Source: an optimization exercise on an open RTL-to-GDS flow (aim: small area, a short achievable clock period and few clock cycles). Production flows keep margins and buffers that such runs may drop.
At most, simulation tests tie the RTL to the original design; equivalence was not proved.
Power figures rest on the tool's default switching activity, not on a simulated workload.

// LMFE
module LMFE ( clk, reset, Din, in_en, busy, out_valid, Dout, mem_cen, mem_wen, mem_addr, mem_d, mem_q);
==> flow/config.mk <==
export PLATFORM = sky130hd
export DESIGN_NAME = LMFE
export DESIGN_NICKNAME = LMFE
export VERILOG_FILES = /design/flow/design.v
export SDC_FILE = /design/flow/constraint.sdc
export NUM_CORES = 4
export LEC_CHECK = 0
export CAP_MARGIN = 20
export CORE_MARGIN = 2
export CORE_UTILIZATION = 40
export CTS_BUF_LIST = sky130_fd_sc_hd__clkbuf_16
export CTS_CLUSTER_DIAMETER = 60
export CTS_CLUSTER_SIZE = 30
export SETUP_SLACK_MARGIN = 2.7
export SLEW_MARGIN = 20
==> flow/constraint.sdc <==
create_clock -name core_clock -period 6.0 [get_ports {clk}]
set_input_delay 1.2000 -clock core_clock [delete_from_list [all_inputs] [get_ports {clk}]]
set_output_delay 1.2000 -clock core_clock [all_outputs]
set_load 0.01 [all_outputs]
standard.sh (not shown) runs the stock make flow with config.mk's settings and CLKGATE_MAP_FILE= SYNTH_SCRIPT=/design/flow/synth_recipe.tcl, a recipe that flattens the netlist after the stock synthesis.
==> flow/flow/run.sh <==
#!/bin/bash
# The standard layout (the standard.sh, unchanged synthesis script and
# settings from config.mk), except that Yosys does not extract full-adder
# cells: with ADDER_MAP_FILE empty, ORFS's synth.tcl skips extract_fa, so ABC
# maps the adder trees from plain gates (faster than sky130 fa_1 cells).
# Registers are unaffected.
set -euo pipefail
export ADDER_MAP_FILE=
bash standard.sh > standard.log 2>&1
Next try:
--- a/flow/design.v
+++ b/flow/design.v
@@ -250,35 +250,36 @@
     3'd3:    ccsel = colact_n[4] ? CC3 : 3'd0;
     3'd4:    ccsel = colact_n[5] ? CC4 : 3'd0;
     3'd5:    ccsel = colact_n[6] ? CC5 : 3'd0;
     3'd6:    ccsel = colact_n[0] ? ccr : 3'd0;
     default: ccsel = 3'd0;
   endcase
 end
 wire [5:0] sbase = (k == 3'd1) ? (colact_n[1] ? {3'b0, CC0} : 6'd0) : sreg;
 wire [5:0] snext = sbase + {3'b0, ccsel};
+wire [5:0] sfin  = sreg + {3'b0, colact_n[0] ? ccr : 3'd0};    
 always @(posedge clk) begin
   ccr <= ((k == 3'd0) ? 3'd0 : ccr) + {2'b0, ~bus[7]};
   if (k == 3'd0) begin
     CC0 <= ccr; CC1 <= CC0; CC2 <= CC1; CC3 <= CC2; CC4 <= CC3; CC5 <= CC4;
   end
   sreg <= snext;
   if (k == 3'd0) begin
     colact_n <= colact;
     k0_n     <= k0;
   end
 end
 wire e7 = colact_n[0] & ~msb[0];               
 wire [5:0] z7 = sreg + {5'b0, e7};
 reg lt0, lt1;
 always @(posedge clk) begin
-  lt0 <= (snext < {1'b0, k0_n});
-  lt1 <= (snext < {1'b0, k0_n} - 6'd1);
+  lt0 <= (sfin < {1'b0, k0_n});
+  lt1 <= (sfin < {1'b0, k0_n} - 6'd1);
 end
 wire d7 = e7 ? lt1 : lt0;                       
 wire [5:0] minit = d7 ? (z7 - {1'b0, k0_n}) : (6'd0 - {1'b0, k0_n});
 wire [48:0] act;
   assign act[0] = colact_n[0];
   assign act[1] = colact_n[0];
   assign act[2] = colact_n[0];
   assign act[3] = colact_n[0];
   assign act[4] = colact_n[0];
After rerunning: The changed run completed with no timing, DRC or antenna violations. Area after synthesis is about the same. Fmax climbs by 1.8%. Design area drops by 0.80%. Synthesized cell count stays flat. Power climbs by 2.4%. Worst hold slack is worse by 0.020 ns.
Testbench counts after the change, summed over its fixed seeds: cycles 1,381,296.
Only the layout flow was run in the first run of this note; the RTL was not checked for function there.

========
== old ==
Another version of the RTL of LMFE (not shown whole).
Size in the first run: roughly 1700 cells after synthesis, roughly 49 I/O pins, about 21000 µm² of cells after synthesis.
==> flow/config.mk <==
export PLATFORM = sky130hd
export DESIGN_NAME = LMFE
export DESIGN_NICKNAME = LMFE
export VERILOG_FILES = /design/flow/design.v
export SDC_FILE = /design/flow/constraint.sdc
export NUM_CORES = 4
export LEC_CHECK = 0
export CAP_MARGIN = 20
export CORE_MARGIN = 2
export CORE_UTILIZATION = 40
export CTS_BUF_LIST = sky130_fd_sc_hd__clkbuf_16
export CTS_CLUSTER_DIAMETER = 60
export CTS_CLUSTER_SIZE = 30
export SETUP_SLACK_MARGIN = 3.3
export SLEW_MARGIN = 20
==> flow/constraint.sdc <==
create_clock -name core_clock -period 6.0 [get_ports {clk}]
set_input_delay 1.2000 -clock core_clock [delete_from_list [all_inputs] [get_ports {clk}]]
set_output_delay 1.2000 -clock core_clock [all_outputs]
set_load 0.01 [all_outputs]
Scripts as last shown in full above: flow/flow/run.sh
old: no failed stages, no open violations at the end
Edits applied to the flow inputs when going from old to new:
diff --git a/flow/design.v b/flow/design.v
--- a/flow/design.v
+++ b/flow/design.v
@@ -322,17 +322,16 @@
   assign act[41] = colact_n[5];
   assign act[42] = colact_n[6];
   assign act[43] = colact_n[6];
   assign act[44] = colact_n[6];
   assign act[45] = colact_n[6];
   assign act[46] = colact_n[6];
   assign act[47] = colact_n[6];
   assign act[48] = colact_n[6];
-wire [48:0] finit = act & ~(msb ^ {49{d7}});
 wire init = run & (k == 3'd0);
 wire [61:0] tap;
   assign tap[0] = P0[0];
   assign tap[1] = P1[3];
   assign tap[2] = P2[6];
   assign tap[3] = P3[2];
   assign tap[4] = P4[5];
   assign tap[5] = P5[1];
@@ -719,73 +718,26 @@
   assign cz_9 = cz_4 ^ cz_5 ^ pr0[13];
   assign cz_10 = (cz_4 & cz_5) | (cz_4 & pr0[13]) | (cz_5 & pr0[13]);
   wire cz_11;
   wire cz_12;
   assign cz_11 = cz_10 ^ cz_6 ^ pr0[14];
   assign cz_12 = (cz_10 & cz_6) | (cz_10 & pr0[14]) | (cz_6 & pr0[14]);
   wire [6:0] ya = {cz_12, cz_11, cz_8, cz_7, cz_1, pr0[1], pr0[0]};
   wire [6:0] yb = {1'b0, 1'b0, cz_9, 1'b0, 1'b0, pr0[2], 1'b0};
-  wire [6:0] kg0 = ya & yb;
-  wire [6:0] kp0 = ya ^ yb;
-  wire [6:0] kg1, kp1;
-  assign kg1[0] = kg0[0];
-  assign kp1[0] = kp0[0];
-  assign kg1[1] = kg0[1] | (kp0[1] & kg0[0]);
-  assign kp1[1] = kp0[1] & kp0[0];
-  assign kg1[2] = kg0[2] | (kp0[2] & kg0[1]);
-  assign kp1[2] = kp0[2] & kp0[1];
-  assign kg1[3] = kg0[3] | (kp0[3] & kg0[2]);
-  assign kp1[3] = kp0[3] & kp0[2];
-  assign kg1[4] = kg0[4] | (kp0[4] & kg0[3]);
-  assign kp1[4] = kp0[4] & kp0[3];
-  assign kg1[5] = kg0[5] | (kp0[5] & kg0[4]);
-  assign kp1[5] = kp0[5] & kp0[4];
-  assign kg1[6] = kg0[6] | (kp0[6] & kg0[5]);
-  assign kp1[6] = kp0[6] & kp0[5];
-  wire [6:0] kg2, kp2;
-  assign kg2[0] = kg1[0];
-  assign kp2[0] = kp1[0];
-  assign kg2[1] = kg1[1];
-  assign kp2[1] = kp1[1];
-  assign kg2[2] = kg1[2] | (kp1[2] & kg1[0]);
-  assign kp2[2] = kp1[2] & kp1[0];
-  assign kg2[3] = kg1[3] | (kp1[3] & kg1[1]);
-  assign kp2[3] = kp1[3] & kp1[1];
-  assign kg2[4] = kg1[4] | (kp1[4] & kg1[2]);
-  assign kp2[4] = kp1[4] & kp1[2];
-  assign kg2[5] = kg1[5] | (kp1[5] & kg1[3]);
-  assign kp2[5] = kp1[5] & kp1[3];
-  assign kg2[6] = kg1[6] | (kp1[6] & kg1[4]);
-  assign kp2[6] = kp1[6] & kp1[4];
-  wire [6:0] kg3, kp3;
-  assign kg3[0] = kg2[0];
-  assign kp3[0] = kp2[0];
-  assign kg3[1] = kg2[1];
-  assign kp3[1] = kp2[1];
-  assign kg3[2] = kg2[2];
-  assign kp3[2] = kp2[2];
-  assign kg3[3] = kg2[3];
-  assign kp3[3] = kp2[3];
-  assign kg3[4] = kg2[4] | (kp2[4] & kg2[0]);
-  assign kp3[4] = kp2[4] & kp2[0];
-  assign kg3[5] = kg2[5] | (kp2[5] & kg2[1]);
-  assign kp3[5] = kp2[5] & kp2[1];
-  assign kg3[6] = kg2[6] | (kp2[6] & kg2[2]);
-  assign kp3[6] = kp2[6] & kp2[2];
-  assign y = kp0 ^ {kg3[5:0], 1'b0};
+  assign y = ya + yb;
 wire d = ~y[6];
-wire [62:0] Fu1 = Flast & tapl;
-wire [62:0] Fu0 = Flast & ~tapl;
-wire [62:0] Fi  = {{(63-50){1'b0}}, finit, 1'b0};
+wire [62:0] fa = init ? {{(63-50){1'b0}}, act, 1'b0} : {Flast[61:0], 1'b0};
+wire [62:0] fb = init ? {{(63-50){1'b0}}, msb, 1'b0} : {tapl[61:0], 1'b0};
+wire             fc = init ? d7 : d;
 always @(posedge clk) begin
   F1 <= {F0[61:0], 1'b0};
   M1 <= M0;
   R1 <= R0;
-  F0 <= d ? (init ? Fi : {Fu1[61:0], 1'b0}) : (init ? Fi : {Fu0[61:0], 1'b0});
+  F0 <= fa & ~(fb ^ {63{fc}});
   if (init) begin
     M0 <= minit;
     R0 <= {6'b0, d7};
   end else begin
     M0 <= d ? y[5:0] : mlast;
     R0 <= {Rlast[5:0], d};
   end
   dout_r <= {Rlast, d};    
Results
On pin count of the biggest net entering global routing: new sits above old.
Sort new and old by power share of the clock group, ascending, and old comes first.
Sort new and old by synthesis-to-finish area growth desc -> top: old
Post-layout instance area (lower): new
Compared with old, new shows count of clock-buffer cells in the layout lower by 4.9%.
Setup slack: new less than old
Looking at gate count after technology mapping across new and old, the one that comes out lower is new.
new against old: utilization of the core after routing moved down; worst hold slack moved down.
Function was not checked in any run of this note: the RTL went through the layout flow alone.

## separate check: timing with driven ports
Ports are ideal in the flow. The routed layouts listed here were re-timed in OpenROAD.
Step 1 sets driving cells, clkbuf_16 on the clock port and buf_2 on the other inputs (assumed; they add their load-dependent delay and slew).
Step 2 adds t to the input delays and takes it off the output delays; t is the mean of the earliest and latest rising clock arrival at the registers after step 1. Input paths then give back, and output paths get back, about the clock's delay inside the block.
Slacks: ideal ports / drivers / drivers and shift; pairs: ideal ports / drivers.
run | t, ns | slack for setup (ns) | latest minus earliest clock arrival (ns)
the first run of note 1 | 0.627 | 2.790 / 2.790 / 2.621 | 0.033 / 0.033
the second run of note 1 | 0.637 | 2.845 / 2.845 / 2.611 | 0.037 / 0.037
old | 0.627 | 3.123 / 3.123 / 3.123 | 0.032 / 0.032
new | 0.619 | 2.972 / 2.972 / 2.803 | 0.040 / 0.040
After both steps every run listed still meets setup and hold. For the second run of note 1, which loses most, drivers alone change the setup slack by 0.000 ns; drivers and shift together by -0.234 ns.
